Context: an optimization exercise on an open-source flow, tuned for small area and a short achievable clock period. The choices shown serve that exercise and are no tape-out recipe. Function was checked by simulation only, so behaviour that the tests miss may differ from the original. No activity file was given, so power comes from the tool's default toggle rates.

## ALU_top
module ALU_top(
    input             clk,
    input      [63:0] A,
    input      [63:0] B,
    input      [3:0]  OPERATION,
    output reg [63:0] Out,
    output reg        Z
);
clock: 6.5 ns
lec_check: 0
cap_margin: 20
core_margin: 2
core_utilization: 40
setup_slack_margin: 3.6
slew_margin: 20
standard.sh (not shown) runs the stock make flow with config.mk's settings and CLKGATE_MAP_FILE= SYNTH_SCRIPT=/design/flow/synth_recipe.tcl, a recipe that flattens the netlist after the stock synthesis.
==> flow/flow/run.sh <==
#!/bin/bash
# The standard layout (standard.sh), with three changes to synthesis and
# placement. Registers and their names are the standard synthesis's.
#  - abc maps the logic with flow/abc.script, an area-first script; the
#    resizer then sizes the critical paths;
#  - full/half adder cells are not extracted (abc maps that logic too);
#  - the port buffers start as buf_1 cells (the resizer sizes them up where
#    timing needs it).
# Each tool's output goes to flow.log; ORFS keeps its own logs under orfs/.
set -euo pipefail
W=$PWD
export ADDER_MAP_FILE=
export BUFFER_PORTS_ARGS="-buffer_cell sky130_fd_sc_hd__buf_1"
{
  head -n 1 synth_recipe.tcl
  cat <<EOT
proc abc {args} {
  set i [lsearch -exact \$args -script]
  if {\$i >= 0} { lset args [expr {\$i + 1}] $W/flow/abc.script }
  yosys abc {*}\$args
}
EOT
  tail -n +2 synth_recipe.tcl
} > my_synth.tcl
sed "s#SYNTH_SCRIPT=[^ ]*#SYNTH_SCRIPT=$W/my_synth.tcl#" standard.sh > my_standard.sh
grep -q "SYNTH_SCRIPT=$W/my_synth.tcl" my_standard.sh
bash my_standard.sh > flow.log 2>&1
==> flow/flow/abc.script <==
strash
dch
map
topo
buffer
upsize
dnsize
The baseline ran to the end with no violations.
Then changed:
Settings changed: SETUP_SLACK_MARGIN 3.6 to 4.2.
What happened:
- area after synthesis is unchanged
- register-to-register slack improves by 0.45 ns
- via count came out higher by 8.2%
- wire length came out higher by 21%
- cell area came out higher by 16%
- power came out higher by 8.8%
- first-iteration DRC count came out higher by 40%
- sequential cell count does not change
- global-route usage came out higher by 3.9 points
- worst setup slack improves by 0.33 ns
- core utilization came out higher by 7.5 points
Then changed:
==> flow/flow/abc.script (replaced) <==
strash
dc2
dch -f
map -a
topo
Now the flow produced a layout that fails on setup timing.
Clock-buffer cell count rises by 3.
Worst setup slack loses 6.4 ns.
Hold slack gets better by 0.024 ns.
Sequential cell count is unchanged.
Total power rose by about 10%.
Combinational power rose by about 20%.
Register-to-register slack loses 6.6 ns.
Final cell count is lower by about 8%.
Via count fell by about 10%.
Clock power increases by about 6%.
Sequential share of layout area goes down by 0.60 points.
Then changed:
==> flow/flow/abc.script (replaced) <==
strash
dch
map
topo
buffer
upsize
dnsize
Settings changed: SETUP_SLACK_MARGIN 4.2 to 3.7, SYNTH_HIERARCHICAL set to 1, SYNTH_MINIMUM_KEEP_SIZE set to 0.
The changed run completed without violations.
Routed wire length fell by roughly a tenth.
Design area went down by about a fifth.
Maximum frequency is higher to 3.3 times its value.
Non-clock buffer count shrinks by 255.
Synthesized area is higher by about a fifth.
First-iteration DRC count came out higher by a little under a tenth.
Sequential share of layout area is higher by 4.7 points.
Clock-buffer cell count came out lower by 4.
Global-route usage falls by 4.7 points.
Total power goes down by roughly a tenth.
Then changed:
==> flow/flow/run.sh (replaced) <==
#!/bin/bash
# The standard layout (standard.sh), with these changes to synthesis and
# placement. Registers and their names are the standard synthesis's.
#  - synthesis keeps the modules apart (SYNTH_HIERARCHICAL in config.mk) and
#    abc maps each module with its own script, flow/abc_<module>.script
#    (flow/abc.script for any other module), each with its own delay target;
#    the design is flattened afterwards as in the standard synthesis;
#  - full/half adder cells are not extracted (abc maps that logic too);
#  - the port buffers start as buf_1 cells (the resizer sizes them up where
#    timing needs it).
# make's output goes to flow.log; ORFS keeps each step's log under orfs/logs.
set -euo pipefail
W=$PWD
export ADDER_MAP_FILE=
export BUFFER_PORTS_ARGS="-buffer_cell sky130_fd_sc_hd__buf_1"
{
  head -n 1 synth_recipe.tcl
  cat <<EOT
proc abc {args} {
  set i [lsearch -exact \$args -script]
  set mods [split [string trim [tee -q -s result.string select -list-mod =*]] "\n"]
  set done {}
  foreach f [glob -nocomplain $W/flow/abc_*.script] {
    set m [string range [file rootname [file tail \$f]] 4 end]
    if {[lsearch -exact \$mods \$m] < 0} { continue }
    set a \$args
    lset a [expr {\$i + 1}] \$f
    yosys abc {*}\$a =\$m
    lappend done \$m
  }
  set rest [list]
  foreach m \$mods { if {[lsearch -exact \$done \$m] < 0} { lappend rest =\$m } }
  if {[llength \$rest]} {
    set a \$args
    lset a [expr {\$i + 1}] $W/flow/abc.script
    yosys abc {*}\$a {*}\$rest
  }
}
EOT
  tail -n +2 synth_recipe.tcl
} > my_synth.tcl
sed "s#SYNTH_SCRIPT=[^ ]*#SYNTH_SCRIPT=$W/my_synth.tcl#" standard.sh > my_standard.sh
grep -q "SYNTH_SCRIPT=$W/my_synth.tcl" my_standard.sh
bash my_standard.sh > flow.log 2>&1
==> flow/flow/abc_ALU_add.script (new file) <==
strash
dch
map -D 2000
topo
buffer
upsize -D 2000
dnsize -D 2000
==> flow/flow/abc_ALU_operands.script (new file) <==
strash
dch
map -D 1200
topo
buffer
upsize -D 1200
dnsize -D 1200
Register-to-register slack loses 0.11 ns. Clock-buffer cell count came out higher by 1. Global-route usage shrinks by 3.1 points. Clock power goes down by roughly a tenth. Final cell count falls by roughly a tenth. Flip-flop and latch count does not change. Non-clock buffer count grows by 9.


The RTL this note starts from:
==> flow/design.v <==
module ALU_decode (
    input  [3:0] OPERATION,
    output [3:0] xt,         
    output [3:0] xt0,        
    output       y_b,        
    output       y_nb,       
    output       y_c,        
    output       cin
);
    wire op_and  = (OPERATION == 4'b0000);
    wire op_or   = (OPERATION == 4'b0001);
    wire op_pass = (OPERATION == 4'b0111);
    wire op_nor  = (OPERATION == 4'b1100);
    wire op_sub  = (OPERATION == 4'b0110);
    wire op_neg  = (OPERATION == 4'b0101);
    wire op_add  = ~(op_and | op_or | op_pass | op_nor | op_sub | op_neg);
    assign xt[0]  = op_nor;
    assign xt[1]  = op_or | op_pass | op_neg;
    assign xt[2]  = op_add | op_sub | op_or | op_neg;
    assign xt[3]  = op_add | op_sub | op_and | op_or | op_pass;
    assign xt0[0] = op_nor | op_neg;
    assign xt0[1] = op_or | op_pass;
    assign xt0[2] = op_add | op_sub | op_or;
    assign xt0[3] = op_add | op_sub | op_and | op_or | op_pass | op_neg;
    assign y_b  = op_add;
    assign y_nb = op_sub;
    assign y_c  = op_neg;
    assign cin  = op_sub | op_neg;
endmodule
module ALU_slice (
    input        a,
    input        b,
    input        c,
    input  [3:0] xt,
    input        y_b,
    input        y_nb,
    input        y_c,
    output       x,
    output       y
);
    assign x = b ? (a ? xt[3] : xt[1]) : (a ? xt[2] : xt[0]);
    assign y = (y_b & b) | (y_nb & ~b) | (y_c & c);
endmodule
module ALU_operands (
    input  [63:0] A,
    input  [63:0] B,
    input  [3:0]  OPERATION,
    output [63:0] X,
    output [63:0] Y,
    output        cin
);
    wire [3:0] xt, xt0;
    wire y_b, y_nb, y_c;
    ALU_decode dec(.OPERATION(OPERATION), .xt(xt), .xt0(xt0), .y_b(y_b), .y_nb(y_nb),
                   .y_c(y_c), .cin(cin));
    wire [63:0] c = {~(A[62:1] | B[62:1]), ~(A[0] & B[0]), 1'b0};
    genvar i;
    generate
        for (i = 0; i < 64; i = i + 1) begin : sl
            ALU_slice s(.a(A[i]), .b(B[i]), .c(c[i]), .xt(i == 0 ? xt0 : xt),
                        .y_b(y_b), .y_nb(y_nb), .y_c(y_c), .x(X[i]), .y(Y[i]));
        end
    endgenerate
endmodule
module ALU_add (
    input  [63:0] X,
    input  [63:0] Y,
    input         cin,
    output [63:0] Out,
    output        Z
);
    wire [63:0] p = X ^ Y;
    wire [63:0] g0 = X & Y;
    wire [63:0] g = {g0[63:1], g0[0] | (p[0] & cin)};
    localparam LV = 6;
    wire [63:0] gg [0:LV];
    wire [63:0] pp [0:LV];
    assign gg[0] = g;
    assign pp[0] = p;
    genvar l, j;
    generate
        for (l = 0; l < LV; l = l + 1) begin : lvl
            for (j = 0; j < 64; j = j + 1) begin : node
                if ((j >> l) & 1) begin : comb
                    localparam integer SRC = ((j >> l) << l) - 1;
                    assign gg[l+1][j] = gg[l][j] | (pp[l][j] & gg[l][SRC]);
                    assign pp[l+1][j] = pp[l][j] & pp[l][SRC];
                end else begin : pass
                    assign gg[l+1][j] = gg[l][j];
                    assign pp[l+1][j] = pp[l][j];
                end
            end
        end
    endgenerate
    assign Out = p ^ {gg[LV][62:0], cin};
    wire [63:0] t = X | Y;
    assign Z = &(p ~^ {t[62:0], cin});
endmodule
module ALU_top(
    input             clk,
    input      [63:0] A,
    input      [63:0] B,
    input      [3:0]  OPERATION,
    output reg [63:0] Out,
    output reg        Z
);
    wire [63:0] x_d, y_d;
    wire        cin_d;
    reg  [63:0] x_q, y_q;
    reg         cin_q;
    wire [63:0] alu_out;
    wire        alu_z;
    ALU_operands ops(.A(A), .B(B), .OPERATION(OPERATION), .X(x_d), .Y(y_d), .cin(cin_d));
    ALU_add      add(.X(x_q), .Y(y_q), .cin(cin_q), .Out(alu_out), .Z(alu_z));
    always @(posedge clk) begin
        x_q   <= x_d;
        y_q   <= y_d;
        cin_q <= cin_d;
        Out   <= alu_out;
        Z     <= alu_z;
    end
endmodule
Settings: LEC_CHECK=0, CAP_MARGIN=20, CORE_MARGIN=2, CORE_UTILIZATION=40, SETUP_SLACK_MARGIN=3.8, SLEW_MARGIN=20, SYNTH_HIERARCHICAL=1, SYNTH_MINIMUM_KEEP_SIZE=0; clock period 6.5 ns.
==> flow/flow/run.sh <==
#!/bin/bash
# The standard layout (standard.sh), with these changes to synthesis and
# placement. Registers and their names are the standard synthesis's.
#  - synthesis keeps the modules apart (SYNTH_HIERARCHICAL in config.mk) and
#    abc maps each module with its own script, flow/abc_<module>.script
#    (flow/abc.script for any other module), each with its own delay target;
#    the design is flattened afterwards as in the standard synthesis;
#  - full/half adder cells are not extracted (abc maps that logic too);
#  - the port buffers start as buf_1 cells (the resizer sizes them up where
#    timing needs it).
# make's output goes to flow.log; ORFS keeps each step's log under orfs/logs.
set -euo pipefail
W=$PWD
export ADDER_MAP_FILE=
export BUFFER_PORTS_ARGS="-buffer_cell sky130_fd_sc_hd__buf_1"
{
  head -n 1 synth_recipe.tcl
  cat <<EOT
proc abc {args} {
  set i [lsearch -exact \$args -script]
  set mods [split [string trim [tee -q -s result.string select -list-mod =*]] "\n"]
  set done {}
  foreach f [glob -nocomplain $W/flow/abc_*.script] {
    set m [string range [file rootname [file tail \$f]] 4 end]
    if {[lsearch -exact \$mods \$m] < 0} { continue }
    set a \$args
    lset a [expr {\$i + 1}] \$f
    yosys abc {*}\$a =\$m
    lappend done \$m
  }
  set rest [list]
  foreach m \$mods { if {[lsearch -exact \$done \$m] < 0} { lappend rest =\$m } }
  if {[llength \$rest]} {
    set a \$args
    lset a [expr {\$i + 1}] $W/flow/abc.script
    yosys abc {*}\$a {*}\$rest
  }
}
EOT
  tail -n +2 synth_recipe.tcl
} > my_synth.tcl
sed "s#SYNTH_SCRIPT=[^ ]*#SYNTH_SCRIPT=$W/my_synth.tcl#" standard.sh > my_standard.sh
grep -q "SYNTH_SCRIPT=$W/my_synth.tcl" my_standard.sh
bash my_standard.sh > flow.log 2>&1
==> flow/flow/abc.script <==
strash
dch
map
topo
buffer
upsize
dnsize
==> flow/flow/abc_ALU_add.script <==
strash
dch
map -D 2000
topo
buffer
upsize -D 2000
dnsize -D 2000
==> flow/flow/abc_ALU_decode.script <==
strash
dch
map -D 300
topo
buffer
upsize -D 300
dnsize -D 300
==> flow/flow/abc_ALU_operands.script <==
strash
dch
map -D 1200
topo
buffer
upsize -D 1200
dnsize -D 1200
==> flow/flow/abc_ALU_slice.script <==
&get -n
&st
&dch
&nf -a
&put
Next try:
Settings changed: SETUP_SLACK_MARGIN 3.8 to 3.4.
What happened: The new run completed without violations. Clock skew shrinks by 13 ps. Routed wire length falls by 2.7%. Global-route usage went down by 0.15 points. Core utilization falls by 1.7 points. Worst setup slack got worse by 160 ps.
Next try:
Settings changed: SETUP_SLACK_MARGIN 3.4 to 4.0.
Die area is unchanged.
Power rose by a few percent.
First-iteration DRC count rose by roughly a tenth.
Setup slack improves by 310 ps.
Routed wire length rose by about a fifth.
Worst hold slack improves by 19 ps.
Via count rose by a few percent.
Combinational power rose by about a fifth.
Next try:
Settings changed: PLACE_DENSITY set to 0.75, SETUP_SLACK_MARGIN 4.0 to 3.7.
What happened: The new run produced a clean layout; fmax drops by 5.5%; cell count drops by 1.7%; non-clock buffer count drops by 30; synthesized area does not change; cell area drops by 6.9%; global-route usage drops by 0.99 points; utilization drops by 3.6 points; hold slack gets worse by 21 ps; via count drops by 1.7%; register-to-register slack gets worse by 110 ps.
Next try:
Settings changed: CORE_UTILIZATION 40 to 50, CTS_BUF_LIST set to sky130_fd_sc_hd__clkbuf_8, PLACE_DENSITY 0.75 to unset.
- cell count came out lower by 4.2%
- worst setup slack got worse by 18 ps
- global-route usage climbs by 5.3 points
- clock-buffer cell count falls by 3
- cell area fell by 2.1%
- non-clock buffer count is lower by 14
- combinational power stays flat
- critical path depth went down by 3
- die area goes down by 20%
- power decreases by 4.0%

## afterwards: timing with drivers on the ports
How much do the figures lean on ideal ports? The routed layouts below were timed once more, with nothing changed but the port constraints.
Step 1, drivers: a clkbuf_16 drives clk and a buf_2 each remaining input, both assumed.
Step 2 also shifts input and output timing later by t, the mid clock arrival at the registers, as if the neighbouring blocks saw the same clock.
Slacks: ideal / step 1 / step 2; pairs: ideal / step 1.
run	t (ns)	setup slack, ns	latest minus earliest clock arrival (ns)
the first run of note 1	0.497	3.625 / 3.657 / 3.160	0.018 / 0.018
the second run of note 1	0.504	3.952 / 3.963 / 3.459	0.017 / 0.018
the third run of note 1	0.493	-2.419 / -2.419 / -2.419	0.020 / 0.020
the fourth run of note 1	0.490	3.758 / 3.787 / 3.297	0.017 / 0.017
the fifth run of note 1	0.484	3.787 / 3.787 / 3.340	0.013 / 0.014
the first run of note 2	0.482	3.801 / 3.801 / 3.457	0.022 / 0.023
the second run of note 2	0.476	3.640 / 3.640 / 3.217	0.010 / 0.009
the third run of note 2	0.474	3.945 / 3.945 / 3.516	0.012 / 0.011
the fourth run of note 2	0.481	3.797 / 3.825 / 3.344	0.010 / 0.010
the fifth run of note 2	0.512	3.779 / 3.797 / 3.286	0.015 / 0.015
